This is an optimization exercise on Yosys and OpenROAD, whose aim is small area, a short achievable clock period and few clock cycles per item, not a production implementation. Function was checked by simulation only, so behaviour that the tests miss may differ from the original. Power and IR drop assume default switching activity.

red:
## filter
module filter(
        input clock,
        input reset,
        input start,
        output reg done,
        input  [15:0] data_in,
        output reg [15:0] data_out
    );
    reg [15:0] h0, h1, h2, h3, h4, h5, h6;
    reg [23:0] p0;
    reg [23:0] p1;
    wire [8:0] ld, hold;
    wire [111:0] hq = {h6, h5, h4, h3, h2, h1, h0};
    wire [111:0] hn = {h5, h4, h3, h2, h1, h0, data_in};
    wire [111:0] hd;
    genvar gi;
    generate
        for (gi = 0; gi < 9; gi = gi + 1) begin : sel
            selgen g (start, reset, ld[gi], hold[gi]);
        end
        for (gi = 0; gi < 112; gi = gi + 1) begin : hsel
            ao22 m (ld[gi / 16], hn[gi], hold[gi / 16], hq[gi], hd[gi]);
        end
    endgenerate
    always @(posedge clock)
        {h6, h5, h4, h3, h2, h1, h0} <= hd;
    reg  [16:0] pc;    
    wire [16:0] pc_n = {h0[15], h0} + {h3[15], h3};
    wire [16:0] pc_d;
    generate
        for (gi = 0; gi < 17; gi = gi + 1) begin : pcsel
            ao22 m (ld[7], pc_n[gi], hold[7], pc[gi], pc_d[gi]);
        end
    endgenerate
    always @(posedge clock)
        pc <= pc_d;
    reg  [16:0] pd;    
    wire [16:0] pd_n = {h1[15], h1} + {h2[15], h2};
    wire [16:0] pd_d;
    generate
        for (gi = 0; gi < 17; gi = gi + 1) begin : pdsel
            ao22 m (ld[8], pd_n[gi], hold[8], pd[gi], pd_d[gi]);
        end
    endgenerate
    always @(posedge clock)
        pd <= pd_d;
    wire s0, c0;
    ha u0 (h0[2], h0[3], s0, c0);
    wire s1, c1;
    fa u1 (h0[3], h0[4], h5[3], s1, c1);
    wire s2, c2;
    ha u2 (h5[4], h6[5], s2, c2);
    wire s3, c3;
    fa u3 (h0[4], h0[5], h5[4], s3, c3);
    wire s4, c4;
  ...
Size in the first run: about 0.012 mm² of cells after synthesis.
==> flow/config.mk <==
export PLATFORM = sky130hd
export DESIGN_NAME = filter
export DESIGN_NICKNAME = filter
export VERILOG_FILES = /design/flow/design.v
export SDC_FILE = /design/flow/constraint.sdc
export NUM_CORES = 4
export LEC_CHECK = 0
export CAP_MARGIN = 20
export CORE_MARGIN = 2
export CORE_UTILIZATION = 40
export CTS_CLUSTER_DIAMETER = 100
export CTS_CLUSTER_SIZE = 24
export SLEW_MARGIN = 20
export SYNTH_HIERARCHICAL = 1
==> flow/constraint.sdc <==
create_clock -name core_clock -period 10.0 [get_ports {clock}]
set_input_delay 2.0000 -clock core_clock [delete_from_list [all_inputs] [get_ports {clock}]]
set_output_delay 2.0000 -clock core_clock [all_outputs]
set_load 0.01 [all_outputs]
standard.sh (not shown) runs the stock make flow with config.mk's settings and CLKGATE_MAP_FILE= SYNTH_SCRIPT=/design/flow/synth_recipe.tcl, a recipe that flattens the netlist after the stock synthesis.
==> flow/flow/run.sh <==
#!/bin/bash
# Standard ORFS layout (the standard.sh) with changes only to how it is
# optimised: ports are buffered with a plain buffer instead of the default
# delay-buffer cell, and timing repair is asked for more setup margin than the
# 10 ns clock needs, so that it works on the achieved period.
set -euo pipefail
bash standard.sh SETUP_SLACK_MARGIN=7.1 "BUFFER_PORTS_ARGS=-buffer_cell sky130_fd_sc_hd__buf_4" finish > orfs_make.log 2>&1
In summary, red completed successfully, with a layout that passed the timing, design-rule and antenna checks.
Testbench counts of red, summed over its fixed seeds: cycles 2,064, samples 2,048.
Input changes introduced in blue (baseline for comparison: red):
# red
export LEC_CHECK = 0
export CAP_MARGIN = 20
export CORE_MARGIN = 2
export CORE_UTILIZATION = 40
export CTS_CLUSTER_DIAMETER = 100
export CTS_CLUSTER_SIZE = 24
export SLEW_MARGIN = 20
export SYNTH_HIERARCHICAL = 1
create_clock -name core_clock -period 10.0 [get_ports {clock}]
# blue
export LEC_CHECK = 0
export CAP_MARGIN = 20
export CORE_MARGIN = 2
export CORE_UTILIZATION = 40
export CTS_CLUSTER_DIAMETER = 60
export CTS_CLUSTER_SIZE = 40
export SLEW_MARGIN = 20
export SYNTH_HIERARCHICAL = 1
create_clock -name core_clock -period 10.0 [get_ports {clock}]
[summary]
- Against red, blue comes in 20 ps higher on clock latency on the worst-skew pair.
- red has lower setup clock skew after layout than blue.
- red → blue: cell count picked up an extra about 1.2%, share of the clock period used by the worst path picked up an extra 0.39 points, growth of design area from synthesis to finish picked up an extra 2.7 points, global-route usage neither gained nor lost much, summed instance area of the synthesized netlist neither gained nor lost much.
- red and blue ended up with nearly the same worst hold slack.
The following lists how green was set up differently from blue:
# blue
export LEC_CHECK = 0
export CAP_MARGIN = 20
export CORE_MARGIN = 2
export CORE_UTILIZATION = 40
export CTS_CLUSTER_DIAMETER = 60
export CTS_CLUSTER_SIZE = 40
export SLEW_MARGIN = 20
export SYNTH_HIERARCHICAL = 1
create_clock -name core_clock -period 10.0 [get_ports {clock}]
# green
export LEC_CHECK = 0
export CAP_MARGIN = 20
export CORE_MARGIN = 2
export CORE_UTILIZATION = 60
export CTS_CLUSTER_DIAMETER = 100
export CTS_CLUSTER_SIZE = 24
export SLEW_MARGIN = 20
export SYNTH_HIERARCHICAL = 1
create_clock -name core_clock -period 10.0 [get_ports {clock}]
Results
green ends up with lower count of clock-buffer cells in the layout than blue does.
Maximum achievable frequency grows slightly when moving from blue to green.
Design area improves in green relative to blue.
Compared with blue, the router placed more vias in green.
Diff blue -> green: sequential share of layout area shows an increase of 1.0 points; data arrival time at the worst-slack endpoint shrank by 40 ps; multi-input gate share of the layout cell area went up 2.0 points.
Looking at share of final-layout standard cells stronger than drive strength 1 across blue and green, the one that comes out higher is blue.
#### Input delta (orange over green)
# green
export LEC_CHECK = 0
export CAP_MARGIN = 20
export CORE_MARGIN = 2
export CORE_UTILIZATION = 60
export CTS_CLUSTER_DIAMETER = 100
export CTS_CLUSTER_SIZE = 24
export SLEW_MARGIN = 20
export SYNTH_HIERARCHICAL = 1
create_clock -name core_clock -period 10.0 [get_ports {clock}]
# orange
export LEC_CHECK = 0
export CAP_MARGIN = 20
export CORE_MARGIN = 2
export CORE_UTILIZATION = 40
export SLEW_MARGIN = 20
export SYNTH_HIERARCHICAL = 1
create_clock -name core_clock -period 10.0 [get_ports {clock}]
==> flow/flow/run.sh <==
#!/bin/bash
# Standard ORFS layout (the standard.sh) with two changes to how it is
# optimised: ports are buffered with a plain buffer instead of the default
# delay-buffer cell, and timing repair is asked for more setup margin than the
# 10 ns clock needs, so that it works on the achieved period.
set -euo pipefail
bash standard.sh SETUP_SLACK_MARGIN=6.8 "BUFFER_PORTS_ARGS=-buffer_cell sky130_fd_sc_hd__buf_2" finish > orfs_make.log 2>&1
Notes after the runs:
- Going from green to orange, the total power divided by cell area was found to have gone up by 14 mW/mm².
- On met3 wire length, the higher figure sits with green, not orange.
- Final area, green and orange: smaller value in green
- The leading cell type in the layout, fill and taps excluded comes out a22o_1 in one run and dfxtp_1 in the other, namely in green and orange respectively.
- Summary of the comparison: smallest hold slack is lower in orange, relative to green.
- In terms of global-route wire length before repair, orange and green differ only marginally.
- | power spent charging and discharging nets | orange vs green | about 0.64% higher |

what the ideal ports hide:
In the flow no input, the clock included, has a driving cell. The finished layouts below were timed again as built, in two steps. Step 1 (the two cells are an assumption about what drives the block):
set clk [get_ports {clock}]
set_driving_cell -lib_cell sky130_fd_sc_hd__clkbuf_16 $clk
set_driving_cell -lib_cell sky130_fd_sc_hd__buf_2 [delete_from_list [all_inputs] $clk]
Step 2 moves the port delays by t, midway between the first and last clock arrival at a register: inputs arrive t later, outputs are due t later. That takes back most of the time a late clock gives input paths. Three values: ideal ports, drivers, drivers and shift; two values: the first two.
run | t (ns) | setup WS [ns] | latest minus earliest clock arrival (ns) | worst slew at a driven data input, ns
red | 0.520 | 7.074 / 7.024 / 6.780 | 0.014 / 0.015 | 0.04
blue | 0.534 | 7.036 / 6.985 / 6.789 | 0.035 / 0.035 | 0.04
green | 0.518 | 7.079 / 7.030 / 6.764 | 0.013 / 0.012 | 0.04
orange | 0.571 | 6.902 / 6.902 / 6.365 | 0.021 / 0.020 | 0.04
After both steps every run listed still meets setup and hold. For orange, which loses most, drivers alone change the setup slack by 0.000 ns; drivers and shift together by -0.537 ns.
